This is an optimization exercise on Yosys and OpenROAD, whose aim is small area, not a production implementation.
Where RTL was checked, it was by simulation tests only, not by an equivalence proof against the original.
The clock port is modelled as an ideal driver; clocking choices that lean on that would not hold on a real chip.
Power is estimated from default activity; no workload was simulated.

==> flow/design.v <==
module sdram_controller (
    wr_addr,
    wr_data,
    wr_enable,
    rd_addr,
    rd_data,
    rd_ready,
    rd_enable,
    busy, rst_n, clk,
    addr, bank_addr, data_in, data_out, data_oe, clock_enable, cs_n, ras_n, cas_n, we_n,
    data_mask_low, data_mask_high
);
input  [23:0] wr_addr;
input  [15:0] wr_data;
input         wr_enable;
input  [23:0] rd_addr;
output [15:0] rd_data;
input         rd_enable;
output        rd_ready;
output        busy;
input         rst_n;
input         clk;
output [12:0] addr;
output [1:0]  bank_addr;
input  [15:0] data_in;
output [15:0] data_out;
output        data_oe;
output        clock_enable;
output        cs_n;
output        ras_n;
output        cas_n;
output        we_n;
output        data_mask_low;
output        data_mask_high;
localparam [9:0] S0  = 10'd363;    
localparam [9:0] SM11 = 10'd291;   
reg [12:0] row_r;      
reg [8:0]  col_n;      
reg [1:0]  bank_n;     
wire [8:0] col_r  = ~col_n;
wire [1:0] bank_r = ~bank_n;
reg [15:0] wr_data_r;
reg [15:0] rd_data_r;
reg [9:0]  rcnt;
reg        ref_due;    
reg        seq;        
reg        acc;        
reg        rd;         
reg [2:0]  phase;
wire ph_in  = phase[2] ? (~phase[1] & phase[0]) : (phase[1] | ~phase[0]);
wire post   = acc & phase[2] & ~phase[0] & (~phase[1] | ~rd);    
wire act    = acc & (phase == 3'b000);
wire cas    = acc & (phase == 3'b101);
wire dec    = (~seq & ~acc) | post;             
wire [9:0] rcnt_next = {rcnt[8:0], rcnt[9] ^ rcnt[2]};
wire at518  = ~rcnt[8] & ~rcnt[7] & ~rcnt[4] & ~rcnt[3] & ~rcnt[1] & ~rcnt[0];
wire s_pall = seq & ~rcnt[4] & ~rcnt[3] & ~rcnt[2];                  
wire s_ref  = seq & ((~rcnt[6] & ~rcnt[5] & ~rcnt[4]) |
                     (~rcnt[9] & rcnt[7] & rcnt[4] & ~rcnt[2]));    
wire s_mrs  = seq & ~rcnt[4] & ~rcnt[2] & ~rcnt[1];                  
wire s_end  = ~rcnt[6] & rcnt[5] & ~rcnt[3] & rcnt[2];               
wire ld_rd = rd_enable;
wire ld_wr = ~rd_enable & wr_enable;
wire hold  = ~rd_enable & ~wr_enable;
always @(posedge clk) begin
  {bank_n, col_n} <= ~(({11{ld_rd}} & {rd_addr[23:22], rd_addr[8:0]}) |
                     ({11{ld_wr}} & {wr_addr[23:22], wr_addr[8:0]}) |
                     ({11{hold}}  & {bank_r, col_r}));
  row_r <= rd_enable ? rd_addr[21:9] : wr_addr[21:9];
  if (wr_enable)
    wr_data_r <= wr_data;
  rd_data_r <= data_in;
  phase <= dec ? 3'b000 : {phase[1:0], ph_in};
  if (dec)
    rd <= rd_enable;
  if (~rst_n) begin
    seq     <= 1'b1;
    acc     <= 1'b0;
    ref_due <= 1'b0;
    rcnt    <= S0;
  end else if (dec & ref_due) begin
    seq     <= 1'b1;
    acc     <= 1'b0;
    ref_due <= 1'b0;
    rcnt    <= SM11;
  end else begin
    if (dec)
      acc <= rd_enable | wr_enable;
    if (s_end)
      seq <= 1'b0;
    if (at518)
      ref_due <= 1'b1;
    rcnt <= rcnt_next;
  end
end
assign clock_enable = 1'b1;
assign cs_n  = 1'b0;
assign ras_n = ~(act | s_pall | s_ref | s_mrs);
assign cas_n = ~(cas | s_ref | s_mrs);
assign we_n  = ~((cas & ~rd) | s_pall | s_mrs);
assign data_oe  = cas & ~rd;
assign data_out = wr_data_r;
assign data_mask_low  = ~acc | post;
assign data_mask_high = ~acc | post;
assign busy     = acc & (phase != 3'd0);
assign rd_ready = post & rd;
assign rd_data  = rd_data_r;
assign bank_addr = bank_r & {2{acc}};
assign addr[12:11] = row_r[12:11] & {2{acc}};
assign addr[10]    = acc ? (row_r[10] | ~act) : rcnt[1];   
assign addr[9]     = row_r[9] | ~acc;
assign addr[8:0]   = acc ? (act ? row_r[8:0] : col_r) : 9'h030;
endmodule
==> flow/config.mk <==
export PLATFORM = sky130hd
export DESIGN_NAME = sdram_controller
export DESIGN_NICKNAME = sdram_controller
export VERILOG_FILES = /design/flow/design.v
export SDC_FILE = /design/flow/constraint.sdc
export NUM_CORES = 4
export LEC_CHECK = 0
export CAP_MARGIN = 20
export CORE_MARGIN = 2
export CORE_UTILIZATION = 60
export PLACE_DENSITY = 0.75
export SLEW_MARGIN = 20
==> flow/constraint.sdc <==
create_clock -name core_clock -period 7.5 [get_ports {clk}]
set_input_delay 1.5000 -clock core_clock [delete_from_list [all_inputs] [get_ports {clk}]]
set_output_delay 1.5000 -clock core_clock [all_outputs]
set_load 0.01 [all_outputs]
standard.sh (not shown) runs the stock make flow with config.mk's settings and CLKGATE_MAP_FILE= SYNTH_SCRIPT=/design/flow/synth_recipe.tcl, a recipe that flattens the netlist after the stock synthesis.
==> flow/flow/run.sh <==
#!/bin/bash
# The standard ORFS layout with three changes to how it is made:
#  - synthesis maps logic with an area-oriented ABC script (abc_area_map.script)
#    in place of ORFS's delay-oriented one; everything else in synthesis,
#    including the flip-flops and their names, is the standard synthesis;
#  - each port is buffered by the smallest buffer (buf_1);
#  - the clock tree uses clkbuf_4 and no dummy loads; after it is built,
#    post_cts.tcl upsizes the clock buffers whose output slew is high.
set -euo pipefail
rm -rf scripts_area
cp -r "$FLOW_HOME/scripts" scripts_area
cp flow/abc_area_map.script scripts_area/abc_speed.script
export SCRIPTS_DIR="$PWD/scripts_area"
export BUFFER_PORTS_ARGS="-buffer_cell sky130_fd_sc_hd__buf_1"
export POST_CTS_TCL="$PWD/flow/post_cts.tcl"
export CTS_ARGS="-sink_clustering_enable -repair_clock_nets -dont_use_dummy_load -buf_list sky130_fd_sc_hd__clkbuf_4"
bash standard.sh finish > flow_make.log 2>&1
==> flow/flow/abc_area_map.script <==
strash
dch
amap
topo
==> flow/flow/post_cts.tcl <==
estimate_parasitics -placement
set upsized 0
foreach inst [get_cells clkbuf_*] {
  set out [get_pins -of_objects $inst -filter "direction==output"]
  if {[get_property $out slew_max] > 0.11} {
    replace_cell $inst sky130_fd_sc_hd__clkbuf_8
    incr upsized
  }
}
puts "post_cts: upsized $upsized clock buffers"
if {$upsized > 0} {
  detailed_placement
  estimate_parasitics -placement
}
==> next run, changes <==
--- a/flow/flow/post_cts.tcl
+++ b/flow/flow/post_cts.tcl
@@ -3,5 +3,5 @@
 foreach inst [get_cells clkbuf_*] {
   set out [get_pins -of_objects $inst -filter "direction==output"]
-  if {[get_property $out slew_max] > 0.11} {
+  if {[get_property $out slew_max] > 0.095} {
     replace_cell $inst sky130_fd_sc_hd__clkbuf_8
     incr upsized
CORE_UTILIZATION = 40   (was 60)
PLACE_DENSITY = 0.6   (was 0.75)
Sequential share of layout area goes down by 0.86 points.
Clock-buffer cell count is unchanged.
Worst hold slack is about the same.
Die area goes up by 47%.
Setup slack gets worse by 38 ps.
Final cell count goes up by about 6%.

========
Another version of the RTL of sdram_controller (not shown whole).
Size: about 200 cells after synthesis, about 2400 µm² of cells after synthesis.
// sdram_controller
module sdram_controller (
    wr_addr,
    wr_data,
    wr_enable,
    rd_addr,
    rd_data,
    rd_ready,
    rd_enable,
    busy, rst_n, clk,
    addr, bank_addr, data_in, data_out, data_oe, clock_enable, cs_n, ras_n, cas_n, we_n,
    data_mask_low, data_mask_high
);
input  [23:0] wr_addr;
input  [15:0] wr_data;
input         wr_enable;
input  [23:0] rd_addr;
output [15:0] rd_data;
input         rd_enable;
output        rd_ready;
output        busy;
input         rst_n;
input         clk;
output [12:0] addr;
output [1:0]  bank_addr;
input  [15:0] data_in;
output [15:0] data_out;
output        data_oe;
output        clock_enable;
output        cs_n;
output        ras_n;
output        cas_n;
output        we_n;
output        data_mask_low;
output        data_mask_high;
localparam [9:0] S0  = 10'd363;    
localparam [9:0] SM11 = 10'd291;   
reg [12:0] row_r;      
reg [8:0]  col_n;      
reg [1:0]  bank_n;     
wire [8:0] col_r  = ~col_n;
wire [1:0] bank_r = ~bank_n;
reg [15:0] wr_data_r;
reg [15:0] rd_data_r;
reg [9:0]  rcnt;
reg        ref_due;    
reg        seq;        
reg        acc;        
reg        rd;         
reg [2:0]  phase;
wire post   = acc & phase[2] & phase[1] & (phase[0] | ~rd);
wire act    = acc & (phase == 3'd0);
wire cas    = acc & (phase == 3'd3);
wire dec    = (~seq & ~acc) | post;             
wire [9:0] rcnt_next = {rcnt[8:0], rcnt[9] ^ rcnt[2]};
wire at518  = ~rcnt[8] & ~rcnt[7] & ~rcnt[4] & ~rcnt[3] & ~rcnt[1] & ~rcnt[0];
wire s_pall = seq & ~rcnt[4] & ~rcnt[3] & ~rcnt[2];                  
wire s_ref  = seq & ((~rcnt[6] & ~rcnt[5] & ~rcnt[4]) |
                     (~rcnt[9] & rcnt[7] & rcnt[4] & ~rcnt[2]));    
wire s_mrs  = seq & ~rcnt[4] & ~rcnt[2] & ~rcnt[1];                  
wire s_end  = ~rcnt[6] & rcnt[5] & ~rcnt[3] & rcnt[2];               
wire ld_rd = rd_enable;
  ...
clock: 7.5 ns
lec_check: 0
cap_margin: 20
core_margin: 2
core_utilization: 40
place_density: 0.6
slew_margin: 20
==> flow/flow/run.sh <==
#!/bin/bash
# The standard ORFS layout with three changes to how it is made:
#  - synthesis maps logic with an area-oriented ABC script (abc_area_map.script)
#    in place of ORFS's delay-oriented one; everything else in synthesis,
#    including the flip-flops and their names, is the standard synthesis;
#  - each port is buffered by the smallest buffer (buf_1);
#  - the clock tree uses clkbuf_4 and no dummy loads.
set -euo pipefail
rm -rf scripts_area
cp -r "$FLOW_HOME/scripts" scripts_area
cp flow/abc_area_map.script scripts_area/abc_speed.script
export SCRIPTS_DIR="$PWD/scripts_area"
export BUFFER_PORTS_ARGS="-buffer_cell sky130_fd_sc_hd__buf_1"
export CTS_ARGS="-sink_clustering_enable -repair_clock_nets -dont_use_dummy_load -buf_list sky130_fd_sc_hd__clkbuf_4"
bash standard.sh finish > flow_make.log 2>&1
Scripts as last shown in full above: flow/flow/abc_area_map.script
The starting point passed the timing, DRC and antenna checks.
Next try:
--- a/flow/flow/run.sh
+++ b/flow/flow/run.sh
@@ -5,5 +5,6 @@
 #    including the flip-flops and their names, is the standard synthesis;
 #  - each port is buffered by the smallest buffer (buf_1);
-#  - the clock tree uses clkbuf_4 and no dummy loads.
+#  - the clock tree uses clkbuf_4 and no dummy loads; after it is built,
+#    post_cts.tcl upsizes the clock buffers whose output slew is high.
 set -euo pipefail
 rm -rf scripts_area
@@ -12,4 +13,5 @@
 export SCRIPTS_DIR="$PWD/scripts_area"
 export BUFFER_PORTS_ARGS="-buffer_cell sky130_fd_sc_hd__buf_1"
+export POST_CTS_TCL="$PWD/flow/post_cts.tcl"
 export CTS_ARGS="-sink_clustering_enable -repair_clock_nets -dont_use_dummy_load -buf_list sky130_fd_sc_hd__clkbuf_4"
 bash standard.sh finish > flow_make.log 2>&1
==> flow/flow/post_cts.tcl (new file) <==
estimate_parasitics -placement
set upsized 0
foreach inst [get_cells clkbuf_*] {
  set out [get_pins -of_objects $inst -filter "direction==output"]
  if {[get_property $out slew_max] > 0.095} {
    replace_cell $inst sky130_fd_sc_hd__clkbuf_8
    incr upsized
  }
}
puts "post_cts: upsized $upsized clock buffers"
if {$upsized > 0} {
  detailed_placement
  estimate_parasitics -placement
}
- The new run went through all stages and came out clean
- sequential cell count stays the same
- routed wire length decreases by 0.32%
- global-route usage barely changes
- cell count is unchanged
- die area is unchanged
- count of clock-buffer cells in the layout stays the same
- sequential power barely changes
- via count drops by 0.31%
No functional check of the RTL was part of any run of this note.

========
Another version of the RTL of sdram_controller (not shown whole).
Size: roughly 230 cells after synthesis, about 140 I/O pins, ~2100 sq um of cells after synthesis.
clock: 7.5 ns
lec_check: 0
cap_margin: 0
core_margin: 2
core_utilization: 40
place_density: 0.6
slew_margin: 0
==> flow/flow/run.sh <==
#!/bin/bash
# The standard ORFS layout with three changes to how it is made:
#  - synthesis maps logic with an area-oriented ABC script (abc_area_map.script)
#    in place of ORFS's delay-oriented one; everything else in synthesis,
#    including the flip-flops and their names, is the standard synthesis;
#  - each port is buffered by the smallest buffer (buf_1);
#  - the clock tree uses clkbuf_4 and no dummy loads; after it is built,
#    post_cts.tcl upsizes the clock buffers whose output slew is high.
set -euo pipefail
rm -rf scripts_area
cp -r "$FLOW_HOME/scripts" scripts_area
cp flow/abc_area_map.script scripts_area/abc_speed.script
export SCRIPTS_DIR="$PWD/scripts_area"
export BUFFER_PORTS_ARGS="-buffer_cell sky130_fd_sc_hd__buf_1"
export POST_CTS_TCL="$PWD/flow/post_cts.tcl"
export CTS_ARGS="-sink_clustering_enable -repair_clock_nets -dont_use_dummy_load -buf_list sky130_fd_sc_hd__clkbuf_4"
bash standard.sh finish > flow_make.log 2>&1
==> flow/flow/post_cts.tcl <==
estimate_parasitics -placement
set upsized 0
foreach inst [get_cells clkbuf_*] {
  set out [get_pins -of_objects $inst -filter "direction==output"]
  if {[get_property $out slew_max] <= 0.11} { continue }
  foreach m {buf_6 clkbuf_8 clkbuf_16} {
    replace_cell $inst sky130_fd_sc_hd__$m
    estimate_parasitics -placement
    if {[get_property $out slew_max] <= 0.11} { break }
  }
  incr upsized
}
puts "post_cts: upsized $upsized clock buffers"
if {$upsized > 0} {
  detailed_placement
  estimate_parasitics -placement
}
Scripts as last shown in full above: flow/flow/abc_area_map.script
The baseline finished with timing, DRC and antenna clean.
Change:
==> flow/flow/post_cts.tcl (replaced) <==
estimate_parasitics -placement
set upsized 0
foreach inst [get_cells clkbuf_*] {
  set out [get_pins -of_objects $inst -filter "direction==output"]
  if {[get_property $out slew_max] > 0.11} {
    replace_cell $inst sky130_fd_sc_hd__clkbuf_8
    incr upsized
  }
}
puts "post_cts: upsized $upsized clock buffers"
if {$upsized > 0} {
  detailed_placement
  estimate_parasitics -placement
}
The new run ran to the end with no violations.
Clock-buffer cell count is unchanged.
Global-route usage does not change.
Flip-flop and latch count is unchanged.
Clock skew hardly moves.
Design area climbs by 0.38%.
Area after synthesis is unchanged.
Routed wire length barely changes.
Change:
Settings changed: CAP_MARGIN 0 to 20, SLEW_MARGIN 0 to 20.
The new run completed with no timing, DRC or antenna violations.
Combinational power came out higher by about 2%.
Power came out higher by 0.73%.
Die area does not change.
Clock skew is about the same.
Routed wire length hardly moves.
Final area came out higher by 0.56%.
Worst setup slack hardly moves.
Change:
Settings changed: CAP_MARGIN 20 to 0, GPL_TIMING_DRIVEN set to 0, SLEW_MARGIN 20 to 0.
Outcome: Synthesized cell count stays the same. Total power went up by 5.8%. Clock-buffer cell count stays the same. Synthesized area stays the same.
Change:
==> flow/flow/run.sh (replaced) <==
#!/bin/bash
# The standard ORFS layout (standard.sh) with these changes to how it is made:
#  - synthesis maps the logic with an area-oriented ABC script
#    (abc_area_map.script) in place of ORFS's delay-oriented one; everything
#    else in synthesis, including the flip-flops, their cells and names, is
#    the standard synthesis;
#  - each port is buffered by the smallest buffer (buf_1);
set -euo pipefail
rm -rf scripts_area
cp -r "$FLOW_HOME/scripts" scripts_area
cp flow/abc_area_map.script scripts_area/abc_speed.script
export SCRIPTS_DIR="$PWD/scripts_area"
export BUFFER_PORTS_ARGS="-buffer_cell sky130_fd_sc_hd__buf_1"
export POST_CTS_TCL="$PWD/flow/post_cts.tcl"
export CTS_ARGS="-sink_clustering_enable -repair_clock_nets -dont_use_dummy_load -buf_list sky130_fd_sc_hd__clkbuf_4"
bash standard.sh finish > flow_make.log 2>&1
--- a/flow/flow/post_cts.tcl
+++ b/flow/flow/post_cts.tcl
@@ -4,6 +4,9 @@
   set out [get_pins -of_objects $inst -filter "direction==output"]
-  if {[get_property $out slew_max] > 0.11} {
-    replace_cell $inst sky130_fd_sc_hd__clkbuf_8
-    incr upsized
+  if {[get_property $out slew_max] <= 0.11} { continue }
+  foreach m {buf_6 clkbuf_8 clkbuf_16} {
+    replace_cell $inst sky130_fd_sc_hd__$m
+    estimate_parasitics -placement
+    if {[get_property $out slew_max] <= 0.11} { break }
   }
+  incr upsized
 }
Settings changed: GPL_TIMING_DRIVEN 0 to unset.
The changed run finished clean. Wire length is lower by 3.2%. Hold slack gains 0.0067 ns. Setup slack improves by 0.091 ns. Global-route usage came out lower by 0.11 points.
Change:
--- a/flow/flow/post_cts.tcl
+++ b/flow/flow/post_cts.tcl
@@ -1,3 +1,11 @@
+proc post_cts_max_clk_slew {} {
+  set mx 0
+  foreach p [get_pins -hierarchical */CLK] {
+    set s [get_property $p slew_max]
+    if {$s > $mx} { set mx $s }
+  }
+  return $mx
+}
 estimate_parasitics -placement
-set upsized 0
+set resized 0
 foreach inst [get_cells clkbuf_*] {
@@ -10,6 +18,15 @@
   }
-  incr upsized
+  incr resized
 }
-puts "post_cts: upsized $upsized clock buffers"
-if {$upsized > 0} {
+foreach inst [get_cells clkbuf_*] {
+  if {[get_property $inst ref_name] ne "sky130_fd_sc_hd__clkbuf_4"} { continue }
+  foreach m {clkbuf_1 clkbuf_2 clkbuf_4} {
+    replace_cell $inst sky130_fd_sc_hd__$m
+    estimate_parasitics -placement
+    if {$m eq "clkbuf_4" || [post_cts_max_clk_slew] <= 0.11} { break }
+  }
+  if {$m ne "clkbuf_4"} { incr resized }
+}
+puts "post_cts: resized $resized clock buffers, max clock pin slew [post_cts_max_clk_slew]"
+if {$resized > 0} {
   detailed_placement
Result: The changed run completed with no timing, DRC or antenna violations. Core utilization hardly moves. Synthesized area stays the same. Global-route usage is unchanged. Total power decreases by 0.64%. Critical path depth does not change.

## port drivers added, routing unchanged
The flow's constraints put no driver on any port. The routed layouts listed below were extracted and timed again, unchanged, in two steps.
Step 1 sets driving cells, clkbuf_16 on the clock port and buf_2 on the other inputs (assumed; they add their load-dependent delay and slew).
Step 2 also shifts input and output timing later by t, the mid clock arrival at the registers, as if the neighbouring blocks saw the same clock.
Three values: no drivers, after step 1, after step 2; two values: the first two.
run	t, ns	setup slack, ns	latest minus earliest clock arrival (ns)	worst data-port slew with drivers (ns)
the first run of note 1	0.356	4.055 / 4.027 / 4.383	0.020 / 0.021	0.06
the second run of note 1	0.351	4.017 / 3.986 / 4.292	0.025 / 0.026	0.05
the first run of note 2	0.402	3.627 / 3.600 / 4.003	0.053 / 0.053	0.05
the second run of note 2	0.406	3.613 / 3.586 / 3.992	0.028 / 0.028	0.05
the first run of note 3	0.343	3.932 / 3.907 / 4.249	0.015 / 0.015	0.05
the second run of note 3	0.360	3.919 / 3.894 / 4.254	0.014 / 0.014	0.05
the third run of note 3	0.358	3.921 / 3.896 / 4.255	0.013 / 0.013	0.05
the fourth run of note 3	0.361	3.841 / 3.817 / 3.997	0.010 / 0.010	0.05
the fifth run of note 3	0.343	3.932 / 3.907 / 4.249	0.015 / 0.015	0.05
the sixth run of note 3	0.499	3.774 / 3.749 / 4.249	0.014 / 0.015	0.05
After both steps setup and hold are still met in every run listed.
